Context: an optimization exercise on an open-source flow, tuned for small area and a short achievable clock period. The choices shown serve that exercise and are no tape-out recipe. RTL that was checked went through simulation tests only; none was proved equivalent to the original. No activity file was given, so power comes from the tool's default toggle rates.

==> v7 <==
## compute_array
module compute_array (
    input clk, clear,
    input [3:0] tile_opcode,
    input [63:0] value_a, value_b,
    output [63:0] wire_out
);
    parameter WORD_BITS = 16;
    parameter TILES = 4;
    reg cache_ok, mac_last;
    always @(posedge clk) begin
        cache_ok <= ~clear & (tile_opcode != 4'd8);
        mac_last <= ~clear & (tile_opcode == 4'd15);
    end
    generate
        genvar i;
        for(i = 0; i < TILES; i = i+1) begin: ctl
            computationTile tile_i(clk, clear, tile_opcode, cache_ok, mac_last,
                value_a[WORD_BITS*(i+1)-1:WORD_BITS*i],
                value_b[WORD_BITS*(i+1)-1:WORD_BITS*i],
                wire_out[WORD_BITS*(i+1)-1:WORD_BITS*i]
            );
        end
    endgenerate
endmodule
Settings: LEC_CHECK=0, CAP_MARGIN=20, CORE_MARGIN=2, CORE_UTILIZATION=40, SETUP_SLACK_MARGIN=3.9, SLEW_MARGIN=20, SYNTH_HIERARCHICAL=1, SYNTH_MINIMUM_KEEP_SIZE=0; clock period 16.0 ns.
standard.sh (not shown) runs the stock make flow with config.mk's settings and CLKGATE_MAP_FILE= SYNTH_SCRIPT=/design/flow/synth_recipe.tcl, a recipe that flattens the netlist after the stock synthesis.
==> flow/flow/run.sh <==
#!/bin/bash
# The standard layout (the standard.sh: standard synthesis, then ORFS to
# finish) with two changes:
# - the port buffers are sky130_fd_sc_hd__buf_1 cells in place of the delay
#   buffers buffer_ports picks by default;
# - before floorplanning, flow/downsize.tcl sets the combinational cells that
#   synthesis sized up back to drive strength 1 (repair sizes up again).
set -euo pipefail
here=$(pwd)
bash standard.sh synth > synth_flow.log 2>&1
bash standard.sh BUFFER_PORTS_ARGS="-buffer_cell sky130_fd_sc_hd__buf_1" \
    PRE_FLOORPLAN_TCL="$here/flow/downsize.tcl" finish > layout_flow.log 2>&1
==> flow/flow/downsize.tcl <==
# Before floorplanning: put every combinational cell that synthesis sized up
# back to its drive-strength-1 variant of the same function. The resizer's
# repair steps later size up again what slew, capacitance or timing need.
set db [ord::get_db]
set block [ord::get_db_block]
set n 0
foreach inst [$block getInsts] {
  set name [[$inst getMaster] getName]
  if { [regexp {^(sky130_fd_sc_hd__[a-z0-9]+)_([0-9]+)$} $name -> base drv] && $drv > 1 } {
    if { [string match "*__df*" $base] || [string match "*__sdf*" $base] || [string match "*__edf*" $base] } {
      continue
    }
    set master [$db findMaster ${base}_1]
    if { $master != "NULL" } {
      $inst swapMaster $master
      incr n
    }
  }
}
puts "downsize.tcl: $n instances set to drive strength 1"
==> v33: changes against v7 <==
--- a/flow/design.v
+++ b/flow/design.v
@@ -9,34 +9,35 @@
 assign y = ~(s ? a1 : a0);
 endmodule
 module cellNor2 (input a, b, output y);
 assign y = ~(a | b);
 endmodule
 module cellO22ai (input a1, a2, b1, b2, output y);
 assign y = ~((a1 | a2) & (b1 | b2));
 endmodule
+module cellA22oi (input a1, a2, b1, b2, output y);
+assign y = ~((a1 & a2) | (b1 & b2));
+endmodule
 module cellXor2 (input a, b, output y);
 assign y = a ^ b;
 endmodule
 module cellAnd2 (input a, b, output y);
 assign y = a & b;
 endmodule
 module resultBit (
 input x, yn, prod_n,
 input t_x_n, t_xy_n, t_y_n, t_nx_n,
-input clear,
-output f, d
+output f
 );
 wire p1, p0, gn;
 cellO21ai o1(yn, t_xy_n, t_x_n, p1);      
 cellO21ai o0(yn, t_y_n, t_nx_n, p0);      
 cellMux2i m(p0, p1, x, gn);
 cellNand2 n(prod_n, gn, f);
-cellA21oi a(prod_n, gn, clear, d);
 endmodule
 module cellO21ai (input a1, a2, b1, output y);
 assign y = ~((a1 | a2) & b1);
 endmodule
 module cellA21oi (input a1, a2, b1, output y);
 assign y = ~((a1 & a2) | b1);
 endmodule
 module cellNand2 (input a, b, output y);
@@ -380,31 +381,35 @@
 cellO21ai ol62(g59, l58, l60, l62);
 assign lt = l62;
 assign eq = g61 & ~l62;
 endmodule
 module computationTile (
 input clk, clear,
 input [3:0] opcode,
 input cache_ok, mac_last,
+input zeroed,
 input [15:0] input0, input1_wire,
 output [15:0] cellOut
 );
 reg [15:0] R;
 wire [15:0] x = input0;
 wire mac = opcode == 4'd15;
 wire read = opcode == 4'd8;
 wire arith = opcode[1:0] == 2'd3;           
 wire isadd = opcode[2:0] == 3'd3;           
 wire flagop = ~opcode[3] & (opcode[2:0] == 3'd4 | opcode[2:0] == 3'd5)
             | opcode[2:0] == 3'd6;           
 wire eqop = opcode[2:0] == 3'd6;
 wire minop = opcode == 4'd12;
 wire maxop = opcode == 4'd13;
-wire cy = read | (cache_ok & ~clear & ~mac);
+wire cy, cy_rn, cy_kn;
+assign cy_rn = ~read;
+assign cy_kn = ~(cache_ok & ~mac);
+cellO21ai cyg(cy_kn, clear, cy_rn, cy);
 wire [15:0] yn;
 genvar i;
 generate
     for (i = 0; i < 16; i = i + 1) begin: opnd
         cellMux2i ym(input1_wire[i], R[i], cy, yn[i]);
     end
 endgenerate
 wire rowsel = arith & ~isadd;
@@ -922,48 +927,48 @@
 fullAdder u489(c389, s439, c437, s487, c488);
 fullAdder u492(c395, s442, c440, s490, c491);
 wire [15:0] prod_n;
 prefixAdder cpa({s490, s487, s484, s481, s478, s475, s472, s469, s466, s463, s460, s457, s454, s451, s448, p3}, {c488, c485, c482, c479, c476, c473, c470, c467, c464, c461, c458, c455, c452, c449, c446, s445}, prod_n);
 wire lt, eq;
 compare16 cmp(x, yn, opcode[3], lt, eq);
 wire t_and = opcode[2:0] == 3'd1;
 wire t_x = opcode[2:0] == 3'd2 | (minop & lt) | (maxop & ~lt);
-wire t_y = opcode[2:0] == 3'd2 | (minop & ~lt) | (maxop & lt) | read;
+wire t_y = opcode[2:0] == 3'd2 | (minop & ~lt) | (maxop & lt) | (read & ~zeroed);
 wire t_xy = t_and | t_y;
 wire t_nx = opcode == 4'd0;
 wire bit0 = flagop & (eqop ? eq : lt);
 wire [15:0] pn = {prod_n[15:1], prod_n[0] & ~bit0};
-wire [15:0] f, d;
+wire [15:0] f;
 generate
     for (i = 0; i < 16; i = i + 1) begin: res
-        resultBit rb(x[i], yn[i], pn[i], ~t_x, ~t_xy, ~t_y, ~t_nx, clear,
-                     f[i], d[i]);
+        resultBit rb(x[i], yn[i], pn[i], ~t_x, ~t_xy, ~t_y, ~t_nx, f[i]);
     end
 endgenerate
 assign cellOut = f;
 always @(posedge clk)
-    R <= d;
+    R <= f;
 endmodule
 module compute_array (
     input clk, clear,
     input [3:0] tile_opcode,
     input [63:0] value_a, value_b,
     output [63:0] wire_out
 );
     parameter WORD_BITS = 16;
     parameter TILES = 4;
-    reg cache_ok, mac_last;
+    reg cache_ok, mac_last, zeroed;
     always @(posedge clk) begin
         cache_ok <= ~clear & (tile_opcode != 4'd8);
         mac_last <= ~clear & (tile_opcode == 4'd15);
+        zeroed <= clear;
     end
     generate
         genvar i;
-        for(i = 0; i < TILES; i = i+1) begin: ctl
-            computationTile tile_i(clk, clear, tile_opcode, cache_ok, mac_last,
+        for(i = 0; i < TILES; i = i + 1) begin: ctl
+            computationTile tile_i(clk, clear, tile_opcode, cache_ok, mac_last, zeroed,
                 value_a[WORD_BITS*(i+1)-1:WORD_BITS*i],
                 value_b[WORD_BITS*(i+1)-1:WORD_BITS*i],
                 wire_out[WORD_BITS*(i+1)-1:WORD_BITS*i]
             );
         end
     endgenerate
 endmodule
==> flow/config.mk (replaced) <==
export PLATFORM = sky130hd
export DESIGN_NAME = compute_array
export DESIGN_NICKNAME = compute_array
export VERILOG_FILES = /design/flow/design.v
export SDC_FILE = /design/flow/constraint.sdc
export NUM_CORES = 4
export LEC_CHECK = 0
export CAP_MARGIN = 20
export CORE_MARGIN = 2
export CORE_UTILIZATION = 40
export SETUP_SLACK_MARGIN = 3.7
export SLEW_MARGIN = 20
export SYNTH_HIERARCHICAL = 1
export SYNTH_MINIMUM_KEEP_SIZE = 0
==> comparison table <==
                                                           v33              v7
Sink Count                                                  67              66
Max_slew headroom                                        0.343           0.212
Met1 Wirelength                                      28,300 um       29,100 um
Placed standard-cell area                         20,700 sq um    21,000 sq um
Total Power                                            1920 uW         1740 uW
Status                                          finished clean  finished clean
Wire length of the first global-routing pass        101,000 um      107,000 um
Cell Pwr Density                                  89.3 nW/um^2    78.6 nW/um^2
Met2 usage                                               0.416           0.434
P_seq                                                   297 uW          253 uW
Number of instances in the synthesized netlist           2,267           2,338
Horizontal die dimension                                220 um          223 um
Multi-input gate area                             17,400 sq um    17,800 sq um
Well Taps                                                  607             615
Max frequency                                       0.0832 GHz      0.0847 GHz
Final hold slack                                      0.815 ns        0.881 ns
Number of placement rows                                    79              80
GR Util met3                                            0.0482          0.0407
Number of cells upsized or downsized after cts              23              43
Total routing usage reported by global routing           0.265           0.270
Cell leakage power                                   0.0110 uW       0.0111 uW
Count of nets after finishing                            3,026           3,107
Only the layout flow was run in v33; the RTL was not checked for function there.

port drivers added, routing unchanged:
In the flow no input, the clock included, has a driving cell. The finished layouts below were timed again as built, in two steps. Step 1, drivers: a clkbuf_16 drives clk and a buf_2 each remaining input, both assumed. Step 2 also shifts input and output timing later by t, the mid clock arrival at the registers, as if the neighbouring blocks saw the same clock. a / b / c = no drivers / after step 1 / after step 2; a / b = the first two.
run	t, ns	setup WS [ns]	clock arrival spread, ns
v7	0.446	4.191 / 4.170 / 4.170	0.019 / 0.020
v33	0.434	3.975 / 3.927 / 3.927	0.012 / 0.012
After both steps every run listed still meets setup and hold. For v33, which loses most, drivers alone change the setup slack by -0.048 ns; drivers and shift together by -0.048 ns.
